This is an optimization exercise on Yosys and OpenROAD, whose aim is small area, a short achievable clock period and few clock cycles, not a production implementation. At most, simulation tests tie the RTL to the original design; equivalence was not proved. The RTL of runs 4 and 5 was laid out without a check of its function.

<file path="config.mk">
export PLATFORM = sky130hd
export DESIGN_NAME = HT_TOP
export DESIGN_NICKNAME = HT_TOP
export VERILOG_FILES = /design/flow/design.v
export SDC_FILE = /design/flow/constraint.sdc
export NUM_CORES = 4
export LEC_CHECK = 0
export CAP_MARGIN = 20
export CORE_MARGIN = 2
export CORE_UTILIZATION = 40
export SLEW_MARGIN = 20
</file>
<file path="constraint.sdc">
create_clock -name core_clock -period 17.0 [get_ports {clk}]
set_input_delay 3.4000 -clock core_clock [delete_from_list [all_inputs] [get_ports {clk}]]
set_output_delay 3.4000 -clock core_clock [all_outputs]
set_load 0.01 [all_outputs]
</file>
<file path="design.v">
module SORT_IP #(parameter IP_WIDTH = 8) (
    IN_character, IN_weight,
    OUT_character
);
input [IP_WIDTH*4-1:0]  IN_character;
input [IP_WIDTH*5-1:0]  IN_weight;
output [IP_WIDTH*4-1:0] OUT_character;
generate
    if(IP_WIDTH == 3) 
    begin
        wire [3:0] index[0:2];
        wire [4:0] weight[0:2];
        wire [4:0] w[0:5];
        wire [3:0] i[0:5];
        assign index[0] = IN_character[3:0];
        assign index[1] = IN_character[7:4];
        assign index[2] = IN_character[11:8];
        assign weight[0] = IN_weight[4:0];
        assign weight[1] = IN_weight[9:5];
        assign weight[2] = IN_weight[14:10];   
        compare c0(.index_1(index[0]) ,.index_2(index[2]),.weight_1(weight[0]),.weight_2(weight[2]),.index_b(i[0]),.index_s(i[1]),.weight_b(w[0]), .weight_s(w[1]));
        compare c1(.index_1(i[0]) ,.index_2(index[1]),.weight_1(w[0]),.weight_2(weight[1]),.index_b(i[2]),.index_s(i[3]),.weight_b(w[2]), .weight_s(w[3]));
        compare c2(.index_1(i[3]) ,.index_2(i[1]),.weight_1(w[3]),.weight_2(w[1]),.index_b(i[4]),.index_s(i[5]),.weight_b(w[4]), .weight_s(w[5]));
        assign OUT_character = {i[2],i[4],i[5]};
    end
    else if(IP_WIDTH == 4)
    begin
        wire [3:0] index[0:3];
        wire [4:0] weight[0:3];
        wire [3:0] i[0:9];
        wire [4:0] w[0:9];
        assign index[0] = IN_character[3:0];
        assign index[1] = IN_character[7:4];
        assign index[2] = IN_character[11:8];
        assign index[3] = IN_character[15:12];
        assign weight[0] = IN_weight[4:0];
        assign weight[1] = IN_weight[9:5];
        assign weight[2] = IN_weight[14:10];
        assign weight[3] = IN_weight[19:15];
        compare c0(.index_1(index[0]) ,.index_2(index[2]),.weight_1(weight[0]),.weight_2(weight[2]),.index_b(i[0]),.index_s(i[2]),.weight_b(w[0]), .weight_s(w[2]));
        compare c1(.index_1(index[1]) ,.index_2(index[3]),.weight_1(weight[1]),.weight_2(weight[3]),.index_b(i[1]),.index_s(i[3]),.weight_b(w[1]), .weight_s(w[3]));
        compare c2(.index_1(i[0]) ,.index_2(i[1]),.weight_1(w[0]),.weight_2(w[1]),.index_b(i[4]),.index_s(i[5]),.weight_b(w[4]), .weight_s(w[5]));
        compare c3(.index_1(i[2]) ,.index_2(i[3]),.weight_1(w[2]),.weight_2(w[3]),.index_b(i[6]),.index_s(i[7]),.weight_b(w[6]), .weight_s(w[7]));
        compare c4(.index_1(i[5]) ,.index_2(i[6]),.weight_1(w[5]),.weight_2(w[6]),.index_b(i[8]),.index_s(i[9]),.weight_b(w[8]), .weight_s(w[9]));
        assign OUT_character = {i[4],i[8],i[9],i[7]};
    end
    else if(IP_WIDTH == 5)
    begin
        wire [3:0] index[0:4];
        wire [4:0] weight[0:4];
        wire [3:0] i[0:17];
        wire [4:0] w[0:17];
        assign index[0] = IN_character[3:0];
        assign index[1] = IN_character[7:4];
        assign index[2] = IN_character[11:8];
        assign index[3] = IN_character[15:12];
        assign index[4] = IN_character[19:16];
        assign weight[0] = IN_weight[4:0];
        assign weight[1] = IN_weight[9:5];
        assign weight[2] = IN_weight[14:10];
        assign weight[3] = IN_weight[19:15];
        assign weight[4] = IN_weight[24:20];
        compare c0(.index_1(index[0]) ,.index_2(index[3]),.weight_1(weight[0]),.weight_2(weight[3]),.index_b(i[0]),.index_s(i[2]),.weight_b(w[0]), .weight_s(w[2]));
        compare c1(.index_1(index[1]) ,.index_2(index[4]),.weight_1(weight[1]),.weight_2(weight[4]),.index_b(i[1]),.index_s(i[3]),.weight_b(w[1]), .weight_s(w[3]));
        compare c2(.index_1(i[0]) ,.index_2(index[2]),.weight_1(w[0]),.weight_2(weight[2]),.index_b(i[4]),.index_s(i[6]),.weight_b(w[4]), .weight_s(w[6]));
        compare c3(.index_1(i[1]) ,.index_2(i[2]),.weight_1(w[1]),.weight_2(w[2]),.index_b(i[5]),.index_s(i[7]),.weight_b(w[5]), .weight_s(w[7]));
        compare c4(.index_1(i[4]) ,.index_2(i[5]),.weight_1(w[4]),.weight_2(w[5]),.index_b(i[8]),.index_s(i[9]),.weight_b(w[8]), .weight_s(w[9]));
        compare c5(.index_1(i[6]) ,.index_2(i[3]),.weight_1(w[6]),.weight_2(w[3]),.index_b(i[10]),.index_s(i[11]),.weight_b(w[10]), .weight_s(w[11])); 
        compare c6(.index_1(i[9]) ,.index_2(i[10]),.weight_1(w[9]),.weight_2(w[10]),.index_b(i[12]),.index_s(i[13]),.weight_b(w[12]), .weight_s(w[13]));
        compare c7(.index_1(i[7]) ,.index_2(i[11]),.weight_1(w[7]),.weight_2(w[11]),.index_b(i[14]),.index_s(i[15]),.weight_b(w[14]), .weight_s(w[15])); 
        compare c8(.index_1(i[13]) ,.index_2(i[14]),.weight_1(w[13]),.weight_2(w[14]),.index_b(i[16]),.index_s(i[17]),.weight_b(w[16]), .weight_s(w[17]));    
        assign OUT_character = {i[8],i[12],i[16],i[17],i[15]};       
    end
    else if(IP_WIDTH == 6)
    begin
        wire [3:0] index[0:5];
        wire [4:0] weight[0:5];
        wire [3:0] i[0:23];
        wire [4:0] w[0:23];
        assign index[0] = IN_character[3:0];
        assign index[1] = IN_character[7:4];
        assign index[2] = IN_character[11:8];
        assign index[3] = IN_character[15:12];
        assign index[4] = IN_character[19:16];
        assign index[5] = IN_character[23:20];
        assign weight[0] = IN_weight[4:0];
        assign weight[1] = IN_weight[9:5];
        assign weight[2] = IN_weight[14:10];
        assign weight[3] = IN_weight[19:15];
        assign weight[4] = IN_weight[24:20];
        assign weight[5] = IN_weight[29:25];
        compare c0(.index_1(index[0]) ,.index_2(index[5]),.weight_1(weight[0]),.weight_2(weight[5]),.index_b(i[0]),.index_s(i[5]),.weight_b(w[0]), .weight_s(w[5]));
        compare c1(.index_1(index[1]) ,.index_2(index[3]),.weight_1(weight[1]),.weight_2(weight[3]),.index_b(i[1]),.index_s(i[3]),.weight_b(w[1]), .weight_s(w[3]));
        compare c2(.index_1(index[2]) ,.index_2(index[4]),.weight_1(weight[2]),.weight_2(weight[4]),.index_b(i[2]),.index_s(i[4]),.weight_b(w[2]), .weight_s(w[4]));
        compare c3(.index_1(i[1]) ,.index_2(i[2]),.weight_1(w[1]),.weight_2(w[2]),.index_b(i[6]),.index_s(i[7]),.weight_b(w[6]), .weight_s(w[7]));
        compare c4(.index_1(i[3]) ,.index_2(i[4]),.weight_1(w[3]),.weight_2(w[4]),.index_b(i[8]),.index_s(i[9]),.weight_b(w[8]), .weight_s(w[9]));
        compare c5(.index_1(i[0]) ,.index_2(i[8]),.weight_1(w[0]),.weight_2(w[8]),.index_b(i[10]),.index_s(i[12]),.weight_b(w[10]), .weight_s(w[12]));
        compare c6(.index_1(i[7]) ,.index_2(i[5]),.weight_1(w[7]),.weight_2(w[5]),.index_b(i[11]),.index_s(i[13]),.weight_b(w[11]), .weight_s(w[13]));
        compare c7(.index_1(i[10]) ,.index_2(i[6]),.weight_1(w[10]),.weight_2(w[6]),.index_b(i[14]),.index_s(i[15]),.weight_b(w[14]), .weight_s(w[15]));
        compare c8(.index_1(i[11]) ,.index_2(i[12]),.weight_1(w[11]),.weight_2(w[12]),.index_b(i[16]),.index_s(i[17]),.weight_b(w[16]), .weight_s(w[17]));
        compare c9(.index_1(i[9]) ,.index_2(i[13]),.weight_1(w[9]),.weight_2(w[13]),.index_b(i[18]),.index_s(i[19]),.weight_b(w[18]), .weight_s(w[19]));
        compare c10(.index_1(i[15]) ,.index_2(i[16]),.weight_1(w[15]),.weight_2(w[16]),.index_b(i[20]),.index_s(i[21]),.weight_b(w[20]), .weight_s(w[21]));
        compare c11(.index_1(i[17]) ,.index_2(i[18]),.weight_1(w[17]),.weight_2(w[18]),.index_b(i[22]),.index_s(i[23]),.weight_b(w[22]), .weight_s(w[23]));
        assign OUT_character = {i[14],i[20],i[21],i[22],i[23],i[19]};
    end
    else if(IP_WIDTH == 7)
    begin
        wire [3:0] index[0:6];
        wire [4:0] weight[0:6];
        wire [3:0] i[0:31];
        wire [4:0] w[0:31];
        assign index[0] = IN_character[3:0];
        assign index[1] = IN_character[7:4];
        assign index[2] = IN_character[11:8];
        assign index[3] = IN_character[15:12];
        assign index[4] = IN_character[19:16];
        assign index[5] = IN_character[23:20];
        assign index[6] = IN_character[27:24];
        assign weight[0] = IN_weight[4:0];
        assign weight[1] = IN_weight[9:5];
        assign weight[2] = IN_weight[14:10];
        assign weight[3] = IN_weight[19:15];
        assign weight[4] = IN_weight[24:20];
        assign weight[5] = IN_weight[29:25];
        assign weight[6] = IN_weight[34:30];
        compare c0(.index_1(index[0]) ,.index_2(index[6]),.weight_1(weight[0]),.weight_2(weight[6]),.index_b(i[0]),.index_s(i[1]),.weight_b(w[0]), .weight_s(w[1]));
        compare c1(.index_1(index[2]) ,.index_2(index[3]),.weight_1(weight[2]),.weight_2(weight[3]),.index_b(i[2]),.index_s(i[3]),.weight_b(w[2]), .weight_s(w[3]));
        compare c2(.index_1(index[4]) ,.index_2(index[5]),.weight_1(weight[4]),.weight_2(weight[5]),.index_b(i[4]),.index_s(i[5]),.weight_b(w[4]), .weight_s(w[5]));
        compare c3(.index_1(index[1]) ,.index_2(i[4]),.weight_1(weight[1]),.weight_2(w[4]),.index_b(i[6]),.index_s(i[7]),.weight_b(w[6]), .weight_s(w[7]));
        compare c4(.index_1(i[0]) ,.index_2(i[2]),.weight_1(w[0]),.weight_2(w[2]),.index_b(i[8]),.index_s(i[9]),.weight_b(w[8]), .weight_s(w[9]));
        compare c5(.index_1(i[3]) ,.index_2(i[1]),.weight_1(w[3]),.weight_2(w[1]),.index_b(i[10]),.index_s(i[11]),.weight_b(w[10]), .weight_s(w[11]));
        compare c6(.index_1(i[8]) ,.index_2(i[6]),.weight_1(w[8]),.weight_2(w[6]),.index_b(i[12]),.index_s(i[13]),.weight_b(w[12]), .weight_s(w[13]));
        compare c7(.index_1(i[10]) ,.index_2(i[7]),.weight_1(w[10]),.weight_2(w[7]),.index_b(i[14]),.index_s(i[15]),.weight_b(w[14]), .weight_s(w[15]));
        compare c8(.index_1(i[9]) ,.index_2(i[5]),.weight_1(w[9]),.weight_2(w[5]),.index_b(i[16]),.index_s(i[17]),.weight_b(w[16]), .weight_s(w[17]));
        compare c9(.index_1(i[13]) ,.index_2(i[16]),.weight_1(w[13]),.weight_2(w[16]),.index_b(i[18]),.index_s(i[19]),.weight_b(w[18]), .weight_s(w[19]));
        compare c10(.index_1(i[15]) ,.index_2(i[11]),.weight_1(w[15]),.weight_2(w[11]),.index_b(i[20]),.index_s(i[21]),.weight_b(w[20]), .weight_s(w[21]));
        compare c11(.index_1(i[19]) ,.index_2(i[14]),.weight_1(w[19]),.weight_2(w[14]),.index_b(i[22]),.index_s(i[23]),.weight_b(w[22]), .weight_s(w[23]));
        compare c12(.index_1(i[20]) ,.index_2(i[17]),.weight_1(w[20]),.weight_2(w[17]),.index_b(i[24]),.index_s(i[25]),.weight_b(w[24]), .weight_s(w[25]));
        compare c13(.index_1(i[18]) ,.index_2(i[22]),.weight_1(w[18]),.weight_2(w[22]),.index_b(i[26]),.index_s(i[27]),.weight_b(w[26]), .weight_s(w[27]));
        compare c14(.index_1(i[23]) ,.index_2(i[24]),.weight_1(w[23]),.weight_2(w[24]),.index_b(i[28]),.index_s(i[29]),.weight_b(w[28]), .weight_s(w[29]));
        compare c15(.index_1(i[25]) ,.index_2(i[21]),.weight_1(w[25]),.weight_2(w[21]),.index_b(i[30]),.index_s(i[31]),.weight_b(w[30]), .weight_s(w[31]));
        assign OUT_character = {i[12],i[26],i[27],i[28],i[29],i[30],i[31]};
    end
    else if(IP_WIDTH == 8)
    begin
        wire [3:0] index[7:0];
        wire [4:0] weight[7:0];
        wire [3:0] i[0:37];
        wire [4:0] w[0:37];
        assign index[0] = IN_character[3:0];
        assign index[1] = IN_character[7:4];
        assign index[2] = IN_character[11:8];
        assign index[3] = IN_character[15:12];
        assign index[4] = IN_character[19:16];
        assign index[5] = IN_character[23:20];
        assign index[6] = IN_character[27:24];
        assign index[7] = IN_character[31:28];
        assign weight[0] = IN_weight[4:0];
        assign weight[1] = IN_weight[9:5];
        assign weight[2] = IN_weight[14:10];
        assign weight[3] = IN_weight[19:15];
        assign weight[4] = IN_weight[24:20];
        assign weight[5] = IN_weight[29:25];
        assign weight[6] = IN_weight[34:30];
        assign weight[7] = IN_weight[39:35];
        compare c0(.index_1(index[1]) ,.index_2(index[3]),.weight_1(weight[1]),.weight_2(weight[3]),.index_b(i[0]),.index_s(i[1]),.weight_b(w[0]), .weight_s(w[1]));
        compare c1(.index_1(index[4]) ,.index_2(index[6]),.weight_1(weight[4]),.weight_2(weight[6]),.index_b(i[2]),.index_s(i[3]),.weight_b(w[2]), .weight_s(w[3]));
        compare c2(.index_1(index[0]) ,.index_2(index[2]),.weight_1(weight[0]),.weight_2(weight[2]),.index_b(i[4]),.index_s(i[5]),.weight_b(w[4]), .weight_s(w[5]));
        compare c3(.index_1(index[5]) ,.index_2(index[7]),.weight_1(weight[5]),.weight_2(weight[7]),.index_b(i[6]),.index_s(i[7]),.weight_b(w[6]), .weight_s(w[7]));
        compare c4(.index_1(i[4]) ,.index_2(i[2]),.weight_1(w[4]),.weight_2(w[2]),.index_b(i[8]),.index_s(i[9]),.weight_b(w[8]), .weight_s(w[9]));
        compare c5(.index_1(i[0]) ,.index_2(i[6]),.weight_1(w[0]),.weight_2(w[6]),.index_b(i[10]),.index_s(i[11]),.weight_b(w[10]), .weight_s(w[11]));     
        compare c6(.index_1(i[5]) ,.index_2(i[3]),.weight_1(w[5]),.weight_2(w[3]),.index_b(i[12]),.index_s(i[13]),.weight_b(w[12]), .weight_s(w[13]));
        compare c7(.index_1(i[1]) ,.index_2(i[7]),.weight_1(w[1]),.weight_2(w[7]),.index_b(i[14]),.index_s(i[15]),.weight_b(w[14]), .weight_s(w[15]));
        compare c8(.index_1(i[8]) ,.index_2(i[10]),.weight_1(w[8]),.weight_2(w[10]),.index_b(i[16]),.index_s(i[17]),.weight_b(w[16]), .weight_s(w[17]));
        compare c9(.index_1(i[12]) ,.index_2(i[14]),.weight_1(w[12]),.weight_2(w[14]),.index_b(i[18]),.index_s(i[19]),.weight_b(w[18]), .weight_s(w[19]));
        compare c10(.index_1(i[9]) ,.index_2(i[11]),.weight_1(w[9]),.weight_2(w[11]),.index_b(i[20]),.index_s(i[21]),.weight_b(w[20]), .weight_s(w[21]));
        compare c11(.index_1(i[13]) ,.index_2(i[15]),.weight_1(w[13]),.weight_2(w[15]),.index_b(i[22]),.index_s(i[23]),.weight_b(w[22]), .weight_s(w[23]));
        compare c12(.index_1(i[18]) ,.index_2(i[20]),.weight_1(w[18]),.weight_2(w[20]),.index_b(i[24]),.index_s(i[25]),.weight_b(w[24]), .weight_s(w[25]));
        compare c13(.index_1(i[19]) ,.index_2(i[21]),.weight_1(w[19]),.weight_2(w[21]),.index_b(i[26]),.index_s(i[27]),.weight_b(w[26]), .weight_s(w[27]));
        compare c14(.index_1(i[17]) ,.index_2(i[25]),.weight_1(w[17]),.weight_2(w[25]),.index_b(i[28]),.index_s(i[29]),.weight_b(w[28]), .weight_s(w[29]));
        compare c15(.index_1(i[26]) ,.index_2(i[22]),.weight_1(w[26]),.weight_2(w[22]),.index_b(i[30]),.index_s(i[31]),.weight_b(w[30]), .weight_s(w[31]));
        compare c16(.index_1(i[28]) ,.index_2(i[24]),.weight_1(w[28]),.weight_2(w[24]),.index_b(i[32]),.index_s(i[33]),.weight_b(w[32]), .weight_s(w[33]));
        compare c17(.index_1(i[30]) ,.index_2(i[29]),.weight_1(w[30]),.weight_2(w[29]),.index_b(i[34]),.index_s(i[35]),.weight_b(w[34]), .weight_s(w[35]));
        compare c18(.index_1(i[27]) ,.index_2(i[31]),.weight_1(w[27]),.weight_2(w[31]),.index_b(i[36]),.index_s(i[37]),.weight_b(w[36]), .weight_s(w[37]));
        assign OUT_character = {i[16],i[32],i[33],i[34],i[35],i[36],i[37],i[23]};
    end
    else
    begin
        wire [3:0] index[0:2];
        wire [4:0] weight[0:2];
        wire [4:0] w[0:5];
        wire [3:0] i[0:5];
        assign index[0] = IN_character[3:0];
        assign index[1] = IN_character[7:4];
        assign index[2] = IN_character[11:8];
        assign weight[0] = IN_weight[4:0];
        assign weight[1] = IN_weight[9:5];
        assign weight[2] = IN_weight[14:10];   
        compare c0(.index_1(index[0]) ,.index_2(index[2]),.weight_1(weight[0]),.weight_2(weight[2]),.index_b(i[0]),.index_s(i[1]),.weight_b(w[0]), .weight_s(w[1]));
        compare c1(.index_1(i[0]) ,.index_2(index[1]),.weight_1(w[0]),.weight_2(weight[1]),.index_b(i[2]),.index_s(i[3]),.weight_b(w[2]), .weight_s(w[3]));
        compare c2(.index_1(i[3]) ,.index_2(i[1]),.weight_1(w[3]),.weight_2(w[1]),.index_b(i[4]),.index_s(i[5]),.weight_b(w[4]), .weight_s(w[5]));
        assign OUT_character = {i[2],i[4],i[5]};
    end
endgenerate
endmodule
module compare(
   index_1, 
   index_2,
   weight_1,
   weight_2,
   index_b,
   index_s,
   weight_b,
   weight_s
);
input [3:0] index_1;
input [3:0] index_2;
input [4:0] weight_1;
input [4:0] weight_2;
output reg [3:0] index_b;
output reg [3:0] index_s;
output reg [4:0] weight_b;
output reg [4:0] weight_s;
always @ (*)
begin
    if(weight_1 > weight_2 || (weight_1 == weight_2 && index_1 > index_2))
    begin
        index_b = index_1;
        index_s = index_2;
        weight_b = weight_1;
        weight_s = weight_2;
    end
    else
    begin
        index_b = index_2;
        index_s = index_1;
        weight_b = weight_2;
        weight_s = weight_1;
    end
end
endmodule
module HT_TOP(
    clk,
    rst_n,
    in_valid,
    in_weight,
    out_mode,
    out_valid,
    out_code
);
input clk, rst_n, in_valid, out_mode;
input [2:0] in_weight;
output reg out_valid, out_code;
reg        vr, merge, sending;
reg  [2:0] cnt;
reg  [2:0] cur;
reg        mode;
reg  [2:0] xr;
reg  [4:0] lw [0:6];
reg  [2:0] lw7;       
reg        fill7;     
reg  [2:0] ptr [0:4];
reg  [7:0] code [0:4];
integer j, t;
function lt5;
    input [4:0] a, b;
    integer k;
    reg c;
    begin
        c = 1'b0;
        for (k = 0; k < 5; k = k + 1)
            c = (~a[k] & b[k]) | (~a[k] & c) | (b[k] & c);
        lt5 = c;
    end
endfunction
wire [4:0] sum = lw[0] + lw[1];
wire [4:0] val = merge ? sum : {2'b00, xr};
reg  [9:0] lt;
reg  [4:0] lwx [0:9];
always @(*) begin
    for (j = 0; j < 7; j = j + 1) lwx[j] = lw[j];
    lwx[7] = {fill7, fill7, lw7 | {3{fill7}}};
    lwx[8] = 5'd31;
    lwx[9] = 5'd31;
    lt[8] = 1'b0;
    lt[9] = 1'b0;
    for (j = 0; j < 8; j = j + 1)
        lt[j] = lt5(lwx[j], val) | (!merge & (cnt < 8 - j));
    if (merge) lt[1] = 1'b1;
end
reg [2:0] ins;
always @(*) begin
    ins = 3'd0;
    for (j = 0; j < 8; j = j + 1)
        if (merge) begin
            if (lt[j+1] & !lt[j+2]) ins = j;
        end else begin
            if (lt[j] & !lt[j+1]) ins = j;
        end
end
reg [2:0] leaf [0:4];
always @(*) begin
    leaf[0] = 3'd4;                    
    leaf[1] = mode ? 3'd2 : 3'd5;      
    leaf[2] = mode ? 3'd5 : 3'd6;      
    leaf[3] = mode ? 3'd0 : 3'd7;      
    leaf[4] = mode ? 3'd1 : 3'd3;      
end
wire first = merge & (cnt == 3'd5);    
wire root = merge & (cnt == 3'd6);
wire empty = (code[0] == 8'd1);
wire [7:0] src = empty ? code[1] : code[0];
wire fin = (src[7:1] == 7'd1) & ((cur + {2'b00, empty}) == 3'd4);
always @(posedge clk) begin
    if (in_valid & !vr) mode <= out_mode;
    if (root) cur <= 3'd0;
    else if (sending) cur <= cur + {2'b00, empty};
    xr <= in_weight;
    for (j = 0; j < 7; j = j + 1)
        if (merge)
            lw[j] <= lt[j+2] ? lwx[j+2] : (lt[j+1] ? sum : lwx[j+1]);
        else
            lw[j] <= lt[j+1] ? lwx[j+1] : (lt[j] ? val : lwx[j]);
    fill7 <= merge;
    if (!merge & lt[7]) lw7 <= xr;
    for (t = 0; t < 5; t = t + 1)
        if (merge ? (ptr[t][2:1] == 2'b00) : (leaf[t] == cnt))
            ptr[t] <= ins;
        else
            ptr[t] <= ptr[t] - {1'b0, merge & lt[ptr[t]], merge ^ lt[ptr[t]]};
    for (t = 0; t < 5; t = t + 1)
        if (vr)
            code[t] <= {code[t][6:0], cnt == 3'd7};
        else if (merge & (ptr[t][2:1] == 2'b00) & !(root & ((t == 0) | ((t == 1) & empty))))
            code[t] <= {code[t][6:0], ~ptr[t][0]};
    if (sending | (root & !empty))
        code[0] <= {1'b0, src[7:1]};
    if (sending) begin
        if (empty) begin
            code[1] <= code[2];
            code[2] <= code[3];
            code[3] <= code[4];
        end
    end
end
always @(posedge clk or negedge rst_n) begin
    if (!rst_n) begin
        vr <= 1'b0;
        merge <= 1'b0;
        sending <= 1'b0;
        cnt <= 3'd0;
        out_valid <= 1'b0;
        out_code <= 1'b0;
    end else begin
        vr <= in_valid;
        if (vr) begin
            cnt <= cnt + 3'd1;
            if (cnt == 3'd7) merge <= 1'b1;
        end else if (merge) begin
            cnt <= cnt + 3'd1;
            if (first) begin
                out_valid <= 1'b1;
                out_code <= lt[2] ^ (ptr[0][2:1] == 2'b00);
            end
            if (root) begin
                merge <= 1'b0;
                sending <= 1'b1;
                out_code <= empty ? ~ptr[1][0] : code[0][0];
                cnt <= 3'd0;
            end
        end else if (sending) begin
            out_code <= src[0];
            if (fin) sending <= 1'b0;
        end else begin
            out_valid <= 1'b0;
            out_code <= 1'b0;
        end
    end
end
endmodule
</file>
<file path="flow/run.sh">
#!/bin/bash
# Layout with ORFS's own scripts. Two changes from the standard layout:
#  - synthesis is the standard one except that ABC maps the logic for area
#    (flip-flops are mapped before ABC, so registers are unchanged);
#  - repair_timing aims for a larger setup margin (MARGIN ns) than the
#    standard flow settings allow. Constraints are unchanged.
set -euo pipefail
MARGIN=${MARGIN:-12.6}
HERE=$(pwd)
printf 'strash\ndch\nmap -a\nstrash\ndch\nmap -a\n' > "$HERE/area.abc"
cat > "$HERE/area_synth.tcl" <<'TCL'
proc abc {args} {
  set i [lsearch -exact $args -script]
  if {$i >= 0} {
    set args [lreplace $args [expr {$i + 1}] [expr {$i + 1}] $::env(AREA_ABC_SCRIPT)]
  }
  yosys abc {*}$args
}
TCL
cat synth_recipe.tcl >> "$HERE/area_synth.tcl"
export AREA_ABC_SCRIPT="$HERE/area.abc"
bash standard.sh SYNTH_SCRIPT="$HERE/area_synth.tcl" SETUP_SLACK_MARGIN="$MARGIN" finish > standard_flow.log 2>&1
</file>
<file path="standard.sh">
#!/bin/bash
# synth_recipe.tcl (not shown) runs the flow's synth.tcl, then flattens the netlist and writes it again
# the make line also repeats each setting of config.mk as NAME=value (left out here)
make -C /OpenROAD-flow-scripts/flow DESIGN_CONFIG=/design/flow/config.mk WORK_HOME=/design/flow/orfs CLKGATE_MAP_FILE= SYNTH_SCRIPT=/design/flow/synth_recipe.tcl "${@:-finish}"
</file>
==> run_results.csv, run 1 <==
group,metric,value,unit
outcome,outcome,"complete, no violations",
timing,post-route-min-period,4.28,ns
timing,tightestPinTransition,0.869,ns
final_layout,fill_cells,1474,
critical_path,crit_family,"flip-flops",
min_path,hold_class,"register to register",
die,initial_utilization,0.411,
final_layout,drive_above_1_share,0.127,
synth,ys_seq_area_frac,0.441,
synth,ys_seq_elements,109,
clock_network,cts.clk_slew.worst_paths,0.08,ns
clock_network,clk_latency,0.36,ns
placed_design,place_hpwl,12200,µm
synth,syn_area,0.00626,mm²
die,design.die.area,0.0167,mm²
timing,hold_viol_final,0,
die,die_y,129,µm
timing,slew_headroom,0.419,
timing,fmax,0.234,GHz
synth,synth_adder_area_share,0.0623,
synth,synth_top_family_by_area,"compound AO/OA/AOI/OAI gates",
timing,rsz0062_at_grt,"true",
critical_path,critPathBufInv,1,
final_layout,layout.nets,879,
clock_network,cts_tree,"built",
die,design.portCount,9,
critical_path,cp_slowest_stage_delay,0.39,ns
synth,synth_cell_types,30,
global_route,antenna_found_initial,0,
synth,yosysWarningCount,6,
clock_network,cts.htree.levels,3,
final_layout,antenna-diode-count,0,
clock_network,clock-sinks,109,
detailed_routing,postRouteAntennaNets,0,
detailed_routing,vias_per_cell,5.85,
timing,fin_skew,0.00496,ns
detailed_routing,vias,6215,
synth,synth_xor_area_frac,0.0140,
detailed_routing,drt-pass1-iter-count,5,
detailed_routing,drt_iter0_markers,771,
critical_path,worstPathMaxFanout,2,
clock_network,clockRootBuffer,"clkbuf_16",
global_route,grt_pass1_wl,29100,µm
global_route,grt_max_degree,58,
clock_network,clockBufferDepth,2,
placed_design,place_congestion,0.939,
detailed_routing,wl_per_cell,17.0,µm
timing,tns,0,ns
synth,synth.avg_cell_area,8.00,µm²
clock_network,postCtsHoldBufs,0,
die,core-area,0.0153,mm²
final_layout,ff_latch_area,0.00276,mm²
critical_path,cp_slowest_cell,"dfrtp_1",
detailed_routing,wirelength,18100,µm
synth,synth_compound_area_frac,0.273,
critical_path,setup.worst_path.start_class,"register",
die,dieWidth,129,µm
synth,synthMuxAreaShare,0.00799,
critical_path,crit_type,"register to output pin",
timing,period_share,0.252,
timing,slew_violations,0,
critical_path,worstPathArrival,0.88,ns
timing,setup_violations,0,
final_layout,syn_to_final_growth,20.0,%
critical_path,cp.required,13.60,ns
global_route,grt_pass1_vias,5658,
flow_run,cap_violations,0,
synth,yosys.area_share.simple,0.155,
final_layout,multi_input_area,0.00347,mm²
global_route,overflow,0,
critical_path,worstPathCellList,"clkbuf_2",
global_route,grt_usage,0.222,
synth,synth_cells,783,
clock_network,cts_buffers,9,
die,row_count,45,
critical_path,cp-end-kind,"output pin",
detailed_routing,drcViolationCount,0,
placed_design,portBuffers,8,
==> final cells by class <==
class,count,share of cell area
well taps,211,0.0351
clock buffers,10,0.0305
clock inverters,6,0.0108
repair inverters,1,0.000666
flip-flops and latches,109,0.368
inverters,77,0.0449
multi-input cells,603,0.461
repair buffers,46,0.0489
==> cells in the final DEF (no fill, tap or decap), types with 18 or more instances in the layout <==
cell,synthesis,final
a21oi_1,135,128
buf_4,0,37
clkinv_1,77,67
dfxtp_1,47,47
edfxtp_1,54,54
ha_1,20,18
nand2_1,98,94
nor2_1,100,93
nor3_1,25,25
o21ai_0,111,96
==> state kept, by name (all words and copies together) (netlist names), 3 cells and up <==
register	cells
cnt	3
xr	3
cur	3
lw	35
code	40
lw7	3
ptr	15
==> synth_stat cells, drive strengths merged <==
library cell | count | area share
a21oi | 135 | 0.11
o21ai | 111 | 0.089
nor2 | 100 | 0.060
nand2 | 98 | 0.059
clkinv | 77 | 0.046
edfxtp | 54 | 0.26
dfxtp | 47 | 0.15
nor3 | 25 | 0.020
ha | 20 | 0.040
o22ai | 17 | 0.017
a22oi | 13 | 0.016
nand3 | 13 | 0.010
dfrtp | 8 | 0.032
o211ai | 6 | 0.0072
o221ai | 6 | 0.0084
xor2 | 6 | 0.0084
a211oi | 5 | 0.0060
a31oi | 5 | 0.0050
a32oi | 5 | 0.0070
fa | 5 | 0.016
mux2i | 5 | 0.0080
a221oi | 4 | 0.0056
maj3 | 4 | 0.0064
or2 | 4 | 0.0040
xnor2 | 4 | 0.0056
a32o | 2 | 0.0032
a22o | 1 | 0.0016
conb | 1 | 0.00060
nand4 | 1 | 0.0010
nor4 | 1 | 0.0010
==> repair_timing <==
action | in CTS | in global routing
pin swaps | 5 | 8
gates resized for setup | 41 | 45
gates cloned | 2 | 1
buffers inserted | 19 | 15
endpoints found under the setup margin | 66 | 17
==> worst paths after layout <==
kind                       cells after the start          to       start  slack (ns)
min reg2reg                                    0  code[4][2]  code[4][1]        0.46
max in group asynchronous                      1       merge       rst_n       13.40
min                                            0  code[4][2]  code[4][1]        0.46
min in group asynchronous                      1   out_valid       rst_n        3.32
max reg2reg                                   22   ptr[2][2]    lw[1][1]       12.78
max                                            1   out_valid   out_valid       12.72
==> layer usage <==
metal | GRT usage | routed length [µm] | vias to the layer above
met5 | 0 | 0 | -
met2 | 0.330 | 7870 | 278
li1 | - | - | 2971
met3 | 0.0330 | 1560 | 34
met1 | 0.327 | 8330 | 2932
met4 | 0.0812 | 356 | 0
==> metrics by stage <==
step / hold WS, ns / area, µm² / setup WS (ns) / std cells / util
after global placement: 0.431 / 6680 / 11.69 / 1010 / 0.437
final: 0.458 / 7520 / 12.72 / 1063 / 0.493
after global routing: 0.473 / 7520 / 12.53 / 1063 / 0.493
after floorplan: 0.422 / 6300 / 12.57 / 787 / -
after CTS: 0.459 / 7300 / 12.61 / 1047 / 0.478
after detailed placement: 0.435 / 6680 / 11.48 / 1010 / 0.437
==> logic make-up after synthesis <==
logic type | after synthesis
compound gates | 310
xor+xnor | 10
fa+ha+maj | 29
buf+inv | 77
flops | 109
mux | 5
other cells | 1
simple gates | 242
Testbench counts, summed over its fixed seeds: cycles 31,181.
==> run 2: changes to the inputs <==
--- a/config.mk
+++ b/config.mk
@@ -9,3 +9,3 @@
 export CORE_MARGIN = 2
-export CORE_UTILIZATION = 40
+export CORE_UTILIZATION = 60
 export SLEW_MARGIN = 20
==> run_results.csv, run 2 <==
group,metric,value,unit
outcome,outcome,"complete, no violations",
placed_design,place_congestion,0.922,
clock_network,clockRootBuffer,"clkbuf_8",
clock_network,clockBufferDepth,2,
clock_network,cts.clk_slew.worst_paths,0.12,ns
critical_path,worstPathArrival,0.94,ns
critical_path,crit_family,"flip-flops",
detailed_routing,vias_per_cell,6.27,
die,design.die.area,0.0113,mm²
detailed_routing,wl_per_cell,17.8,µm
placed_design,portBuffers,8,
final_layout,final_area,0.00740,mm²
final_layout,mostFrequentLayoutCells,"a21oi_1 (128), o21ai_0 (104), nand2_1 (93)",
synth,synth_cell_types,30,
synth,yosysTopAreaCellShare,0.259,
critical_path,worstPathMaxFanout,2,
min_path,hold_class,"register to register",
global_route,overflow,0,
clock_network,cts_tree,"built",
synth,ys_seq_area_frac,0.441,
synth,yosysTopAreaCell,"edfxtp_1",
synth,yosysWarningCount,6,
clock_network,clk_latency,0.40,ns
synth,syn_area,0.00626,mm²
critical_path,cp.required,13.60,ns
die,core-area,0.0102,mm²
timing,tightestPinTransition,0.823,ns
placed_design,place_hpwl,11800,µm
critical_path,crit_type,"register to output pin",
timing,setup_violations,0,
clock_network,cts_buffers,9,
placed_design,placed_area,0.00658,mm²
timing,hold-worst-slack,0.468,ns
timing,hold_viol_final,0,
critical_path,critPathBufInv,1,
synth,synth_common_cells,"a21oi_1 (135), o21ai_0 (111), nor2_1 (100)",
final_layout,largest_register,"code",
clock_network,clock-sinks,109,
synth,synth_async_sr_flop_share,0.0734,
die,design.portCount,9,
synth,synth_cells,783,
die,row_count,37,
final_layout,final_common_cell,"a21oi_1",
synth,synth.most_common_cell,"a21oi_1",
synth,ys_seq_elements,109,
timing,period_share,0.255,
die,initial_utilization,0.612,
global_route,grt_usage,0.318,
final_layout,fill_cells,825,
die,dieWidth,106,µm
global_route,grt_pass1_vias,5766,
detailed_routing,drcViolationCount,0,
synth,yosys_most_used_dff,"edfxtp_1",
detailed_routing,vias,6205,
final_layout,fin_util,0.723,
clock_network,postCtsHoldBufs,0,
timing,post-route-min-period,4.34,ns
timing,tns,0,ns
detailed_routing,drt-pass1-iter-count,5,
timing,fmax,0.230,GHz
critical_path,worstPathCellList,"buf_2",
timing,fin_skew,0.0210,ns
timing,slew_headroom,0.450,
final_layout,antenna-diode-count,0,
timing,rsz0062_at_grt,"false",
global_route,grt_max_degree,59,
die,die_y,106,µm
clock_network,cts.htree.levels,3,
critical_path,cp-end-kind,"output pin",
detailed_routing,drt_iter0_markers,637,
critical_path,setup.worst_path.start_class,"register",
synth,synth.avg_cell_area,8.00,µm²
flow_run,cap_violations,0,
detailed_routing,postRouteAntennaNets,0,
timing,slew_violations,0,
final_layout,reg_top3,"code x40, lw x35, ptr x15",
final_layout,layout.nets,881,
global_route,grt_pass1_wl,28200,µm
critical_path,cp_slowest_stage_delay,0.40,ns
synth,synth_edf_count,54,
global_route,antenna_found_initial,0,
final_layout,syn_to_final_growth,18.1,%
detailed_routing,wirelength,17600,µm
final_layout,drive_above_1_share,0.132,
synth,ys_top_cells_by_area,"edfxtp_1 (26%), dfxtp_1 (15%), a21oi_1 (11%)",
final_layout,largest_reg_flops,40,
critical_path,cp_slowest_cell,"dfrtp_1",
## run 2: cells by family after synthesis
logic type	Yosys count	share of synthesized area
AND/OR/NAND/NOR	242	0.155
multiplexers	5	0.00799
buffers and inverters	77	0.0461
adder cells (fa/ha/maj)	29	0.0623
flip-flops	109	0.441
other	1	0.000599
XOR/XNOR	10	0.0140
AO/OA/AOI/OAI	310	0.273
## run 2: cell type report
type	instances	area, µm²	share of cell area
Clock buffer	10	149	0.0201
Clock inverter	6	61.3	0.00829
Inverter	77	327	0.0442
Multi-Input combinational cell	604	3530	0.477
Sequential cell	109	2760	0.374
Tap cell	136	170	0.0230
Timing Repair Buffer	47	392	0.0530
Timing Repair inverter	1	5.00	0.000677
## run 2: repair_timing
item | CTS | global route
endpoints found under the hold margin | 0 | 0
gates cloned | 3 | 1
pin swaps | 5 | 11
resized for setup | 52 | 35
setup buffers | 18 | 17
endpoints found under the setup margin | 70 | 15
## run 2: final timing paths
kind	startpoint	end	slack (ns)	cells after the start
setup / recovery	out_valid	out_valid	12.66	1
hold / removal	code[4][1]	code[4][2]	0.47	0
setup reg to reg	lw[0][2]	ptr[2][2]	12.73	23
hold reg to reg	code[4][1]	code[4][2]	0.47	0
max in group asynchronous	rst_n	merge	13.44	1
min in group asynchronous	rst_n	out_valid	3.27	1
## run 2: per-stage QoR
stage          std cells  setup WS (ns)
2_1_floorplan        787          12.57
3_3_place_gp         935          11.54
3_5_place_dp         935          11.40
4_1_cts              972          12.60
5_1_grt              990          12.54
6_report             990          12.66
## run 2: routing by layer
| metal | global-route usage | up-vias | share of wire |
|---|---|---|---|
| met5 | 0 | - | 0 |
| met3 | 0.0576 | 33 | 0.087 |
| met2 | 0.462 | 301 | 0.44 |
| li1 | - | 2971 | - |
| met4 | 0.117 | 0 | 0.018 |
| met1 | 0.473 | 2900 | 0.45 |
==> run 3: changes to the inputs <==
--- a/flow/run.sh
+++ b/flow/run.sh
@@ -9,3 +9,3 @@
 HERE=$(pwd)
-printf 'strash\ndch\nmap -a\nstrash\ndch\nmap -a\n' > "$HERE/area.abc"
+printf 'strash\n&get -n\n&st\n&dch\n&nf\n&put\n' > "$HERE/area.abc"
 cat > "$HERE/area_synth.tcl" <<'TCL'
--- a/config.mk
+++ b/config.mk
@@ -9,3 +9,3 @@
 export CORE_MARGIN = 2
-export CORE_UTILIZATION = 60
+export CORE_UTILIZATION = 40
 export SLEW_MARGIN = 20
==> run_results.csv, run 3 <==
group,metric,value,unit
critical_path,r2r_cells,15,
final_layout,syn_to_final_growth,21.5,%
timing,period_share,0.254,
synth,synth_edf_count,54,
detailed_routing,drt-pass1-iter-count,7,
global_route,antenna_found_initial,0,
synth,synth_async_sr_flop_share,0.0734,
detailed_routing,met1_length,7910,µm
placed_design,dpl.cell_count,928,
global_route,overflow,0,
placed_design,place_congestion,0.841,
detailed_routing,wirelength,17000,µm
clock_network,postCtsHoldBufs,0,
synth,synth_common_cells,"o21ai_0 (97), nand2_1 (81), a21oi_1 (70)",
detailed_routing,vias,5770,
synth,synth.avg_cell_area,9.25,µm²
critical_path,r2r-end,"ptr[1][1]",
timing,hold_viol_final,0,
timing,fin_skew,0.00862,ns
timing,setup_violations,0,
global_route,grt_max_degree,45,
clock_network,clk_latency,0.36,ns
critical_path,cp-end-kind,"register",
synth,ys_top_cells_by_area,"edfxtp_1 (25%), dfxtp_1 (15%), o21ai_0 (7.6%)",
placed_design,place_hpwl,11300,µm
detailed_routing,dr_wl_met3,866,µm
critical_path,ff2ff_setup_slack,12.68,ns
detailed_routing,met2_length,7910,µm
critical_path,crit_type,"register to register",
critical_path,critical_path.startpoint,"lw[1][1]",
timing,post-route-min-period,4.32,ns
synth,yosysTopAreaCell,"edfxtp_1",
global_route,grt_pass1_vias,5459,
final_layout,stdcell_count,979,
detailed_routing,top_layer,"met4",
clock_network,clockBufferDepth,2,
timing,layout_setup_ws,12.68,ns
final_layout,final_common_cell,"o21ai_0",
timing,slew_headroom,0.377,
flow_run,cap_violations,0,
die,design.die.area,0.0171,mm²
detailed_routing,drcViolationCount,0,
min_path,holdPathEnd,"code[4][5]",
critical_path,worstPathMaxFanout,8,
clock_network,cts_tree,"built",
clock_network,cts.htree.levels,3,
critical_path,rr_startpoint,"lw[1][1]",
synth,ys_seq_area_frac,0.430,
global_route,grt_pass1_wl,27500,µm
final_layout,largest_register,"code",
timing,tns,0,ns
clock_network,cts.clk_slew.worst_paths,0.08,ns
placed_design,dpl_worst_slack,11.53,ns
synth,yosysTopAreaCellShare,0.252,
synth,yosysWarningCount,6,
placed_design,portBuffers,8,
final_layout,mostFrequentLayoutCells,"o21ai_0 (90), nand2_1 (79), a21oi_1 (65)",
clock_network,clock-sinks,109,
synth,ys_seq_elements,109,
final_layout,layout.nets,790,
final_layout,antenna-diode-count,0,
final_layout,fill_cells,1515,
die,core-area,0.0158,mm²
timing,tightestPinTransition,0.927,ns
die,die_y,131,µm
final_layout,largest_reg_flops,40,
critical_path,worstPathArrival,4.54,ns
clock_network,clockRootBuffer,"clkbuf_16",
final_layout,fin_util,0.495,
critical_path,setup.worst_path.start_class,"register",
die,dieWidth,131,µm
synth,syn_area,0.00643,mm²
synth,synth.most_common_cell,"o21ai_0",
die,initial_utilization,0.407,
global_route,grt_usage,0.204,
detailed_routing,drt_iter0_markers,512,
die,design.portCount,9,
timing,fmax,0.231,GHz
synth,synth_cells,695,
die,row_count,46,
min_path,hold_depth,0,
final_layout,drive_above_1_share,0.145,
timing,rsz0062_at_grt,"false",
timing,slew_violations,0,
detailed_routing,wl_per_cell,17.4,µm
min_path,hold_class,"register to register",
outcome,outcome,"complete, no violations",
synth,yosys_most_used_dff,"edfxtp_1",
final_layout,reg_top3,"code x40, lw x35, ptr x15",
detailed_routing,vias_per_cell,5.89,
synth,synth_cell_types,55,
clock_network,cts_buffers,9,
min_path,min-delay-start,"code[4][4]",
critical_path,cp.required,17.21,ns
detailed_routing,postRouteAntennaNets,0,
run 3: cell count changes in the layout (fill, tap and decap cells not counted), moves of 11 or more:
cell      before  now
a21oi_1      128   65
clkinv_1      66   19
mux2i_1        5   43
nor2_1        91   62
nand2_1       93   79
o21ai_0      104   90
o22ai_1       15    2
a31oi_1        5   16
run 3: repair_timing:
| action | 4_1_cts | 5_1_grt |
|---|---|---|
| buffers inserted | 7 | 24 |
| endpoints found under the setup margin | 49 | 12 |
| gates resized for setup | 36 | 26 |
| gates cloned | 4 | 0 |
| pin swaps | 7 | 20 |
run 3: layer usage:
layer	GRT usage	vias to the layer above
met3	0.0350	30
li1	-	2790
met1	0.278	2780
met5	0	-
met2	0.334	170
met4	0.0632	0
run 3: cells by family (layout without fill, tap and decap cells):
logic type | after synthesis | in the layout | share of synthesized area
multiplexers | 49 | 50 | 0.0861
AND/OR/NAND/NOR | 212 | 213 | 0.147
AO/OA/AOI/OAI | 255 | 256 | 0.236
buffers and inverters | 20 | 81 | 0.0117
adder cells (fa/ha/maj) | 33 | 33 | 0.0670
other | 1 | 5 | 0.000584
flip-flops | 109 | 109 | 0.430
XOR/XNOR | 16 | 16 | 0.0218
run 3: how the worst max path moves through the flow:
stage                     depth (start not counted)         to  slack, ns
after floorplan                                  15  ptr[0][2]      12.59
after global placement                           15  ptr[4][2]      11.68
after detailed placement                         13  ptr[1][1]      11.53
after CTS                                         1   out_code      12.60
after global routing                             17  ptr[0][2]      12.50
final                                            15  ptr[1][1]      12.68
run 3: stage by stage:
step	cell area [µm²]	hold slack, ns
floorplan	6520	0.418
finish	7810	0.454
CTS	7500	0.455
global placement	6910	0.432
global route	7810	0.467
detailed placement	6910	0.435
run 3: final cells by class:
| class | count | area (µm²) | area share |
|---|---|---|---|
| clock buffer | 9 | 225 | 0.0289 |
| clock inverter | 7 | 53.8 | 0.00689 |
| inverter | 20 | 77.6 | 0.00994 |
| multi-input combinational | 573 | 4000 | 0.513 |
| sequential | 109 | 2770 | 0.354 |
| tap | 216 | 270 | 0.0346 |
| timing repair buffer | 45 | 409 | 0.0524 |
run 3: worst max-delay path, stage by stage, from the launching register on:
cell and delay (ns):
edfxtp_1 0.46, ha_4 0.32, a21oi_4 0.15, buf_12 0.14
xor2_4 0.22, a21oi_4 0.11, a2111oi_4 0.53, o31ai_4 0.12
or3_4 0.44, mux4_2 0.46, nand2_1 0.08, o31ai_1 0.07
ha_1 0.30, ha_2 0.19, fa_2 0.52, mux2i_1 0.07
==> run 4: changes to the inputs <==
--- a/design.v
+++ b/design.v
@@ -308,3 +308,2 @@
 end
-wire first = merge & (cnt == 3'd5);    
 wire root = merge & (cnt == 3'd6);
@@ -333,7 +332,6 @@
             code[t] <= {code[t][6:0], cnt == 3'd7};
-        else if (merge & (ptr[t][2:1] == 2'b00) & !(root & ((t == 0) | ((t == 1) & empty))))
+        else if (merge & (ptr[t][2:1] == 2'b00) & !(root & (t == 0)))
             code[t] <= {code[t][6:0], ~ptr[t][0]};
-    if (sending | (root & !empty))
-        code[0] <= {1'b0, src[7:1]};
     if (sending) begin
+        code[0] <= {1'b0, src[7:1]};
         if (empty) begin
@@ -360,6 +358,2 @@
             cnt <= cnt + 3'd1;
-            if (first) begin
-                out_valid <= 1'b1;
-                out_code <= lt[2] ^ (ptr[0][2:1] == 2'b00);
-            end
             if (root) begin
@@ -367,3 +361,4 @@
                 sending <= 1'b1;
-                out_code <= empty ? ~ptr[1][0] : code[0][0];
+                out_valid <= 1'b1;
+                out_code <= ~ptr[0][0];
                 cnt <= 3'd0;
--- a/flow/run.sh
+++ b/flow/run.sh
@@ -9,3 +9,3 @@
 HERE=$(pwd)
-printf 'strash\n&get -n\n&st\n&dch\n&nf\n&put\n' > "$HERE/area.abc"
+printf 'strash\ndch\nmap -a\nstrash\ndch\nmap -a\n' > "$HERE/area.abc"
 cat > "$HERE/area_synth.tcl" <<'TCL'
==> run_results.csv, run 4 <==
group,metric,value,unit
placed_design,dpl_worst_slack,11.55,ns
critical_path,worstPathCellList,"buf_2",
timing,slew_violations,0,
final_layout,fin_util,0.490,
timing,tightestPinTransition,0.763,ns
final_layout,reg_top3,"code x40, lw x35, ptr x15",
global_route,grt_max_degree,55,
clock_network,cts_tree,"built",
critical_path,cp-end-kind,"output pin",
die,design.portCount,9,
detailed_routing,postRouteAntennaNets,0,
placed_design,placed_area,0.00663,mm²
timing,fmax,0.232,GHz
clock_network,clockBufferDepth,2,
final_layout,mostFrequentLayoutCells,"a21oi_1 (103), nand2_1 (100), o21ai_0 (97)",
critical_path,worstPathArrival,0.91,ns
timing,setup_violations,0,
final_layout,stdcell_count,1025,
timing,post-route-min-period,4.31,ns
synth,synth_async_sr_flop_share,0.0734,
global_route,grt_pass1_wl,28000,µm
synth,yosysWarningCount,6,
timing,period_share,0.254,
synth,syn_area,0.00620,mm²
placed_design,place_congestion,0.888,
global_route,grt_usage,0.214,
timing,fin_skew,0.00832,ns
synth,ys_top_cells_by_area,"edfxtp_1 (26%), dfxtp_1 (15%), o21ai_0 (8.9%)",
final_layout,largest_reg_flops,40,
final_layout,final_common_cell,"a21oi_1",
outcome,outcome,"complete, no violations",
placed_design,place_hpwl,12000,µm
synth,synth_cells,763,
synth,ys_seq_elements,109,
clock_network,clock-sinks,109,
synth,synth_common_cells,"o21ai_0 (110), a21oi_1 (108), nand2_1 (105)",
synth,ys_seq_area_frac,0.445,
clock_network,clockRootBuffer,"clkbuf_16",
critical_path,crit_family,"flip-flops",
clock_network,cts.htree.levels,3,
global_route,overflow,0,
detailed_routing,drcViolationCount,0,
final_layout,layout.nets,863,
final_layout,drive_above_1_share,0.133,
min_path,min-delay-start,"code[4][1]",
die,core-area,0.0152,mm²
critical_path,cp_slowest_stage_delay,0.40,ns
timing,rsz0062_at_grt,"true",
die,row_count,45,
synth,synth.avg_cell_area,8.13,µm²
timing,slew_headroom,0.492,
detailed_routing,vias,6102,
final_layout,syn_to_final_growth,20.1,%
placed_design,dpl.cell_count,967,
timing,tns,0,ns
flow_run,cap_violations,0,
die,initial_utilization,0.408,
critical_path,cp_slowest_cell,"dfrtp_1",
critical_path,critPathBufInv,1,
detailed_routing,drt-pass1-iter-count,5,
critical_path,cp.required,13.60,ns
min_path,hold_class,"register to register",
detailed_routing,vias_per_cell,5.95,
final_layout,antenna-diode-count,0,
synth,yosysTopAreaCellShare,0.261,
clock_network,cts.clk_slew.worst_paths,0.08,ns
detailed_routing,wl_per_cell,17.7,µm
critical_path,critical_path.startpoint,"out_code",
synth,synth.most_common_cell,"o21ai_0",
synth,synth_cell_types,31,
final_layout,final_area,0.00745,mm²
critical_path,rr_startpoint,"merge",
detailed_routing,drt_iter0_markers,699,
synth,yosysTopAreaCell,"edfxtp_1",
global_route,grt_pass1_vias,5280,
die,dieWidth,129,µm
clock_network,clk_latency,0.37,ns
timing,hold_viol_final,0,
synth,yosys_most_used_dff,"edfxtp_1",
critical_path,setup.worst_path.start_class,"register",
synth,synth_edf_count,54,
die,design.die.area,0.0165,mm²
final_layout,largest_register,"code",
critical_path,worstPathMaxFanout,2,
critical_path,crit_type,"register to output pin",
placed_design,portBuffers,8,
timing,layout_setup_ws,12.69,ns
die,die_y,129,µm
detailed_routing,wirelength,18100,µm
global_route,antenna_found_initial,0,
clock_network,cts_buffers,9,
-- run 4: cell count changes after synthesis, sizes merged, moves of 6 or more --
cell,previous run,this run
o31ai,9,3
clkinv,20,64
o22ai,2,9
nand2,81,105
a21oi,70,108
nor3,23,14
nor2,62,90
a31oi,16,28
and2,11,0
a211oi,14,8
nand3,8,30
o21ai,97,110
mux2i,44,10
or3,6,0
-- run 4: area by class of cell --
cell class / instances / area (µm²)
timing repair buffer: 50 / 409
tap: 188 / 235
fill: 1455 / 7750
sequential: 109 / 2770
inverter: 64 / 269
multi-input combinational: 597 / 3460
timing repair inverter: 1 / 6.26
clock inverter: 7 / 78.8
clock buffer: 9 / 225
-- run 4: timing repair --
item / 4_1_cts / 5_1_grt
setup buffers: 8 / 29
resized for setup: 34 / 25
gates cloned: 1 / 3
hold buffers: 0 / 0
pin swaps: 2 / 9
endpoints found under the setup margin: 74 / 17
-- run 4: cell families after synthesis --
group,Yosys count,share of synthesized area
AO/OA/AOI/OAI,294,0.264
XOR/XNOR,9,0.0127
adder cells (fa/ha/maj),27,0.0593
buffers and inverters,64,0.0387
flip-flops,109,0.445
multiplexers,10,0.0161
other,1,0.000605
AND/OR/NAND/NOR,249,0.164
-- run 4: worst paths after layout --
check	to	slack [ns]	depth (start not counted)
max reg2reg	ptr[0][2]	12.79	19
max in group asynchronous	merge	13.40	1
min	code[4][2]	0.46	0
min in group asynchronous	vr	3.31	1
min reg2reg	code[4][2]	0.46	0
max	out_code	12.69	1
-- run 4: through the flow --
| step | hold WS, ns |
|---|---|
| after floorplan | 0.422 |
| final | 0.464 |
| after global routing | 0.481 |
| after detailed placement | 0.444 |
| after CTS | 0.464 |
| after global placement | 0.434 |
-- run 4: metal layers --
layer | routed length [µm] | vias to the layer above | track usage
li1 | - | 2933 | -
met3 | 1480 | 19 | 0.0391
met2 | 7830 | 283 | 0.321
met4 | 201 | 0 | 0.0486
met1 | 8590 | 2867 | 0.322
met5 | 0 | - | 0
==> run 5: changes to the inputs <==
--- a/config.mk
+++ b/config.mk
@@ -9,3 +9,4 @@
 export CORE_MARGIN = 2
-export CORE_UTILIZATION = 40
+export CORE_UTILIZATION = 65
+export CTS_BUF_LIST = sky130_fd_sc_hd__clkbuf_4 sky130_fd_sc_hd__clkbuf_8
 export SLEW_MARGIN = 20
==> run_results.csv, run 5 <==
group,metric,value,unit
final_layout,drive_above_1_share,0.132,
final_layout,largest_reg_flops,40,
detailed_routing,drt-pass1-iter-count,6,
timing,post-route-min-period,4.32,ns
final_layout,stdcell_count,963,
clock_network,clk_latency,0.39,ns
timing,slew_headroom,0.287,
final_layout,mostFrequentLayoutCells,"a21oi_1 (104), nand2_1 (100), o21ai_0 (94)",
final_layout,final_common_cell,"a21oi_1",
critical_path,crit_type,"register to output pin",
final_layout,fin_util,0.791,
synth,synth.avg_cell_area,8.13,µm²
synth,synth_edf_count,54,
synth,ys_seq_elements,109,
clock_network,cts.clk_slew.worst_paths,0.10,ns
critical_path,setup.worst_path.start_class,"register",
die,dieWidth,102,µm
clock_network,cts_tree,"built",
outcome,outcome,"complete, no violations",
critical_path,cp.required,13.60,ns
timing,rsz0062_at_grt,"true",
final_layout,largest_register,"code",
die,row_count,35,
flow_run,cap_violations,0,
min_path,min-delay-start,"code[0][7]",
critical_path,worstPathCellList,"buf_2",
synth,yosysTopAreaCellShare,0.261,
detailed_routing,postRouteAntennaNets,0,
detailed_routing,drt_iter0_markers,903,
min_path,hold_class,"register to register",
timing,tightestPinTransition,1.06,ns
synth,syn_area,0.00620,mm²
timing,hold-worst-slack,0.466,ns
critical_path,cp_slowest_stage_delay,0.40,ns
timing,tns,0,ns
timing,setup_violations,0,
timing,slew_violations,0,
final_layout,layout.nets,860,
global_route,antenna_found_initial,0,
detailed_routing,vias_per_cell,6.56,
clock_network,postCtsHoldBufs,0,
placed_design,place_hpwl,11600,µm
global_route,overflow,0,
timing,layout_setup_ws,12.68,ns
synth,synth_async_sr_flop_share,0.0734,
placed_design,dpl.cell_count,907,
detailed_routing,drcViolationCount,0,
final_layout,reg_top3,"code x40, lw x35, ptr x15",
critical_path,worstPathMaxFanout,2,
timing,hold_viol_final,0,
final_layout,final_area,0.00731,mm²
synth,synth_cell_types,31,
die,design.portCount,9,
clock_network,cts.htree.levels,3,
die,initial_utilization,0.671,
placed_design,dpl_worst_slack,11.66,ns
synth,synth_common_cells,"o21ai_0 (110), a21oi_1 (108), nand2_1 (105)",
synth,yosys_most_used_dff,"edfxtp_1",
placed_design,placed_area,0.00655,mm²
timing,fmax,0.232,GHz
synth,synth.most_common_cell,"o21ai_0",
clock_network,clockBufferDepth,2,
synth,yosysWarningCount,6,
critical_path,crit_family,"flip-flops",
clock_network,clockRootBuffer,"clkbuf_8",
timing,period_share,0.254,
clock_network,clock-sinks,109,
critical_path,critical_path.startpoint,"out_code",
placed_design,portBuffers,8,
critical_path,cp-end-kind,"output pin",
die,die_y,102,µm
synth,yosysTopAreaCell,"edfxtp_1",
timing,fin_skew,0.0142,ns
synth,ys_seq_area_frac,0.445,
detailed_routing,vias,6318,
final_layout,antenna-diode-count,0,
critical_path,worstPathArrival,0.92,ns
global_route,grt_usage,0.344,
critical_path,cp_slowest_cell,"dfrtp_1",
global_route,grt_pass1_wl,27800,µm
die,core-area,0.00924,mm²
die,design.die.area,0.0103,mm²
detailed_routing,wl_per_cell,18.6,µm
detailed_routing,wirelength,17900,µm
critical_path,critPathBufInv,1,
placed_design,place_congestion,0.948,
synth,ys_top_cells_by_area,"edfxtp_1 (26%), dfxtp_1 (15%), o21ai_0 (8.9%)",
final_layout,syn_to_final_growth,17.8,%
global_route,grt_pass1_vias,5597,
critical_path,rr_startpoint,"lw[1][1]",
global_route,grt_max_degree,55,
synth,synth_cells,763,
clock_network,cts_buffers,9,
==> run 5: cell counts after synthesis <==
No cell type changed its count.
==> run 5: final timing paths <==
kind / endpoint / slack, ns / depth (start not counted)
worst max-delay path: out_code / 12.68 / 1
worst min-delay path: code[0][7] / 0.47 / 2
worst max register to register: ptr[2][1] / 12.73 / 18
worst min register to register: code[0][7] / 0.47 / 2
max in group asynchronous: merge / 13.42 / 1
min in group asynchronous: out_code / 3.29 / 1
==> run 5: layer usage <==
metal,GRT usage,vias up,part of all wire
li1,-,2914,-
met1,0.514,2930,0.43
met2,0.505,429,0.44
met3,0.0842,45,0.12
met4,0.0800,0,0.019
met5,0,-,0
==> run 5: worst register-to-register path: cells and delay by family (launching register included) <==
kind	cells	cell delay, ns
compound gates	4	1.39
simple gates	8	1.29
buf+inv	4	0.56
flops	1	0.44
fa+ha+maj	1	0.29
mux	1	0.16
==> run 5: cell families (layout without fill, tap and decap cells) <==
| kind of cell | after synthesis | in the layout | share of synthesized area |
|---|---|---|---|
| buf+inv | 64 | 129 | 0.0387 |
| fa+ha+maj | 27 | 27 | 0.0593 |
| mux | 10 | 10 | 0.0161 |
| other cells | 1 | 5 | 0.000605 |
| simple gates | 249 | 250 | 0.164 |
| xor+xnor | 9 | 9 | 0.0127 |
| flops | 109 | 109 | 0.445 |
| compound gates | 294 | 295 | 0.264 |
==> run 5: timing repair <==
action,in CTS,in global routing
buffers inserted,7,28
endpoints found under the setup margin,67,26
gates resized for setup,36,33
gates cloned,1,3
pin swaps,3,15
==> run 5: cell type report <==
| type | instances | area [µm²] |
|---|---|---|
| multi-input cells | 596 | 3460 |
| repair inverters | 1 | 5.00 |
| clock inverters | 6 | 76.3 |
| flip-flops and latches | 109 | 2770 |
| fillers | 639 | 1930 |
| well taps | 129 | 161 |
| repair buffers | 48 | 415 |
| clock buffers | 10 | 138 |
| inverters | 64 | 289 |

## port drivers added, routing unchanged
The flow's constraints put no driver on any port. The routed layouts listed below were extracted and timed again, unchanged, in two steps. Step 1, drivers: a clkbuf_16 drives clk and a buf_2 each remaining input, both assumed. Step 2 adds t to the input delays and takes it off the output delays; t is the mean of the earliest and latest rising clock arrival at the registers after step 1. Input paths then give back, and output paths get back, about the clock's delay inside the block. Slacks: ideal ports / drivers / drivers and shift; pairs: ideal ports / drivers.
| run | shift t [ns] | slack for setup (ns) | worst hold slack (ns) | worst slew at a driven data input, ns |
|---|---|---|---|---|
| run 1 | 0.401 | 12.723 / 12.680 / 12.587 | 0.458 / 0.458 / 0.458 | 0.03 |
| run 2 | 0.427 | 12.658 / 12.622 / 12.646 | 0.468 / 0.468 / 0.468 | 0.03 |
| run 3 | 0.395 | 12.676 / 12.676 / 12.636 | 0.454 / 0.454 / 0.454 | 0.03 |
| run 4 | 0.407 | 12.689 / 12.644 / 12.651 | 0.464 / 0.464 / 0.464 | 0.03 |
| run 5 | 0.414 | 12.682 / 12.647 / 12.651 | 0.466 / 0.466 / 0.466 | 0.03 |
After both steps every run listed still meets setup and hold. For run 1, which loses most, drivers alone change the setup slack by -0.043 ns; drivers and shift together by -0.136 ns.
